This is an optimization exercise on Yosys and OpenROAD, whose aim is small area and a short achievable clock period, not a production implementation.
In this exercise RTL edits were held to simulation tests only and were not proved equivalent to the original.
Power figures rest on the tool's default switching activity, not on a simulated workload.

Setup of run 1:
// pipeline
module pipeline(
  input  clk, rst_n,
  input  [31:0] IR ,   
  input  [31:0] D_IN,   
  output [31:0] D_OUT,  
  output [10:0] I_ADDR,
  output [10:0] D_ADDR, 
  output reg im_oen,
  output reg dm_oen,
  output reg dm_wen,
  output reg halt
);
  integer k;
  reg  [31:0] PC, PC_1;
  reg  [31:0] ins;                  
  reg         iv;                   
  reg         flush_ID;             
  reg  [31:1] asel, bsel;           
  reg         HA, HB;               
  reg         WHB;                  
  reg  [31:0] EX_R;                 
  reg  [31:0] EX_T;                 
  reg  [4:0]  EX_DA;
  reg         EX_RW;                
  reg         EX_LD;                
  reg         EX_TAKE;              
  reg         EX_FL;                
  wire [31:0] RES     = EX_LD ? D_IN : EX_R;    
  reg  [31:0] PC_INC, ia;
  integer d;
  always @(*) begin
    ia = PC;
    for (d = 1; d < 32; d = d * 2)
      for (k = 2*d - 1; k < 32; k = k + 2*d)
        ia[k] = ia[k] & ia[k-d];
    for (d = 8; d >= 1; d = d / 2)
      for (k = 3*d - 1; k < 32; k = k + 2*d)
        ia[k] = ia[k] & ia[k-d];
    PC_INC = PC ^ {ia[30:0], 1'b1};
  end
  ...
Size in the first run: ~57000 um^2 of cells after synthesis.
export LEC_CHECK = 0
export CAP_MARGIN = 10
export CORE_MARGIN = 2
export CORE_UTILIZATION = 42
export CTS_CLUSTER_DIAMETER = 90
export CTS_CLUSTER_SIZE = 25
export GPL_ROUTABILITY_DRIVEN = 1
export PLACE_DENSITY = 0.52
export SETUP_SLACK_MARGIN = 5
export SLEW_MARGIN = 10
export SYNTH_HIERARCHICAL = 1
export SYNTH_MINIMUM_KEEP_SIZE = 1
create_clock -name core_clock -period 12.0 [get_ports {clk}]
standard.sh (not shown) runs the stock make flow with config.mk's settings and CLKGATE_MAP_FILE= SYNTH_SCRIPT=/design/flow/synth_recipe.tcl, a recipe that flattens the netlist after the stock synthesis.
==> flow/flow/run.sh <==
#!/bin/bash
set -euo pipefail
bash standard.sh \
  SETUP_SLACK_MARGIN=7.3 \
  "BUFFER_PORTS_ARGS=-buffer_cell sky130_fd_sc_hd__buf_2" \
  "CTS_ARGS=-sink_clustering_enable -repair_clock_nets -sink_clustering_size 25 -sink_clustering_max_diameter 90 -dont_use_dummy_load" \
  finish > standard_flow.log 2>&1
The following lists how run 2 was set up differently from run 1:
diff --git a/flow/flow/run.sh b/flow/flow/run.sh
--- a/flow/flow/run.sh
+++ b/flow/flow/run.sh
@@ -3,3 +3,3 @@
 bash standard.sh \
-  SETUP_SLACK_MARGIN=7.3 \
+  SETUP_SLACK_MARGIN=6.7 \
   "BUFFER_PORTS_ARGS=-buffer_cell sky130_fd_sc_hd__buf_2" \
- Changes observed in run 2 relative to run 1: count of antenna diodes in the layout down 1; die outline height flat; fraction of the cycle the final worst path needs up 0.67 points; sum of routed wire segments on met1 up 2100 um.
- In run 2, the number of inverters outside the clock class in the layout came out about 6% above the value in run 1.
- Sort run 1 and run 2 by final area desc -> top: run 1
- Going from run 1 to run 2, time the final worst path needs with I/O delays and setup grows by 80 ps.
Setup changes, run 2 to run 3
diff --git a/flow/flow/run.sh b/flow/flow/run.sh
--- a/flow/flow/run.sh
+++ b/flow/flow/run.sh
@@ -3,3 +3,3 @@
 bash standard.sh \
-  SETUP_SLACK_MARGIN=6.7 \
+  SETUP_SLACK_MARGIN=6.5 \
   "BUFFER_PORTS_ARGS=-buffer_cell sky130_fd_sc_hd__buf_2" \
Of run 2 and run 3, the higher routability congestion estimate belongs to run 2.
Re mean post-synth cell area: no difference whatsoever between run 2 and run 3.
Diff run 3..run 2 | post-cts hold buffer count | unchanged
Cell count along the critical path came out lower on run 3 than on run 2.
Of the two values seen for slowest library cell on the worst path, sky130_fd_sc_hd__dfxtp_1 was produced by run 2 and sky130_fd_sc_hd__nor3_2 by run 3.

pipeline again, from the RTL that the note above started with.
clock: 12.0 ns
lec_check: 0
cap_margin: 10
core_margin: 2
core_utilization: 42
cts_cluster_diameter: 90
cts_cluster_size: 25
gpl_routability_driven: 1
place_density: 0.52
setup_slack_margin: 5
slew_margin: 10
synth_hierarchical: 1
synth_minimum_keep_size: 1
==> flow/flow/run.sh <==
#!/bin/bash
set -euo pipefail
bash standard.sh \
  SETUP_SLACK_MARGIN=6.9 \
  "BUFFER_PORTS_ARGS=-buffer_cell sky130_fd_sc_hd__buf_2" \
  "CTS_ARGS=-sink_clustering_enable -repair_clock_nets -sink_clustering_size 25 -sink_clustering_max_diameter 90 -dont_use_dummy_load" \
  finish > standard_flow.log 2>&1
Then changed:
--- a/flow/flow/run.sh
+++ b/flow/flow/run.sh
@@ -4 +4 @@
-  SETUP_SLACK_MARGIN=6.9 \
+  SETUP_SLACK_MARGIN=7.1 \
Effect:
- The changed run went through all stages and came out clean
- die area is unchanged
- power stays flat
- maximum frequency barely changes
- hold slack barely changes
- via count goes up by 1.5%

Setup of v6:
pipeline, a different RTL version from the one above (not shown whole).
Size: ~5,800 cells after synthesis, roughly 58,000 sq um of cells after synthesis.
==> flow/design.v (excerpt) <==
module pipeline(
  input  clk, rst_n,
  input  [31:0] IR ,   
  input  [31:0] D_IN,   
  output [31:0] D_OUT,  
  output [10:0] I_ADDR,
  output [10:0] D_ADDR, 
  output reg im_oen,
  output reg dm_oen,
  output reg dm_wen,
  output reg halt
);
  integer k;
  reg  [31:0] PC, PC_1;
  reg  [31:0] ins;                  
  reg         iv;                   
  reg         flush_ID;             
  reg  [31:1] asel, bsel;           
  reg         HA, HB;               
  reg         WHB;                  
  reg  [31:0] EX_R;                 
  reg  [31:0] EX_T;                 
  reg  [4:0]  EX_DA;
  reg         EX_RW;                
  reg         EX_LD;                
  reg         EX_TAKE;              
  reg         EX_FL;                
  wire [31:0] RES     = EX_LD ? D_IN : EX_R;    
  reg  [31:0] PC_INC, ia;
  integer d;
  always @(*) begin
    ia = PC;
    for (d = 1; d < 32; d = d * 2)
  ...
Settings: LEC_CHECK=0, CAP_MARGIN=20, CORE_MARGIN=2, CORE_UTILIZATION=35, CTS_CLUSTER_DIAMETER=90, CTS_CLUSTER_SIZE=25, GPL_ROUTABILITY_DRIVEN=1, PLACE_DENSITY=0.45, SETUP_SLACK_MARGIN=5, SLEW_MARGIN=20, SYNTH_HIERARCHICAL=1, SYNTH_MINIMUM_KEEP_SIZE=1; clock period 12.0 ns.
==> flow/flow/run.sh <==
#!/bin/bash
set -euo pipefail
bash standard.sh \
  SETUP_SLACK_MARGIN=6.6 \
  "BUFFER_PORTS_ARGS=-buffer_cell sky130_fd_sc_hd__buf_4" \
  "CTS_ARGS=-sink_clustering_enable -repair_clock_nets -sink_clustering_size 25 -sink_clustering_max_diameter 90 -dont_use_dummy_load" \
  finish > standard_flow.log 2>&1
### v6 -> v7
- changing CORE_UTILIZATION from 35 to 42
- changing PLACE_DENSITY from 0.45 to 0.52
--- outcome ---
The level count of the clock H-tree number comes out lower for v7 vs v6. Compared to v6, v7 shows a wider setup margin. There was hardly any difference in cell leakage power between v6 and v7. Relative to v6, the minimum clock period of v7 is lower by 0.055 ns. [v7] part of the total power dissipated in the clock network fell 2.4 points relative to v6.

[separate check: timing with driven ports]
The results above use ideal ports. As a check the final layouts listed here were re-extracted and re-timed, cells and wires unchanged. Step 1 sets driving cells, clkbuf_16 on the clock port and buf_2 on the other inputs (assumed; they add their load-dependent delay and slew). Step 2 moves the port delays by t, midway between the first and last clock arrival at a register: inputs arrive t later, outputs are due t later. That takes back most of the time a late clock gives input paths. a / b / c = ideal ports / drivers / drivers and shift; a / b = the first two.
| run | t, ns | slack for setup (ns) | hold slack, ns | clock arrival spread, ns |
|---|---|---|---|---|
| run 1 | 0.798 | 6.765 / 6.683 / 6.337 | 0.441 / 0.441 / 0.441 | 0.127 / 0.127 |
| run 2 | 0.796 | 6.686 / 6.601 / 6.381 | 0.432 / 0.432 / 0.432 | 0.118 / 0.118 |
| run 3 | 0.800 | 6.385 / 6.297 / 6.342 | 0.397 / 0.397 / 0.397 | 0.106 / 0.106 |
| the first run of note 2 | 0.785 | 6.705 / 6.619 / 6.385 | 0.424 / 0.424 / 0.424 | 0.108 / 0.109 |
| the second run of note 2 | 0.794 | 6.718 / 6.628 / 6.438 | 0.423 / 0.423 / 0.423 | 0.106 / 0.105 |
| v6 | 0.767 | 6.457 / 6.457 / 6.366 | 0.387 / 0.387 / 0.387 | 0.099 / 0.099 |
| v7 | 0.800 | 6.512 / 6.430 / 6.313 | 0.370 / 0.370 / 0.370 | 0.168 / 0.169 |
After both steps setup and hold are still met in every run listed. The setup slack of run 1, which loses most, moves by -0.082 ns with the drivers and by -0.428 ns with both steps.
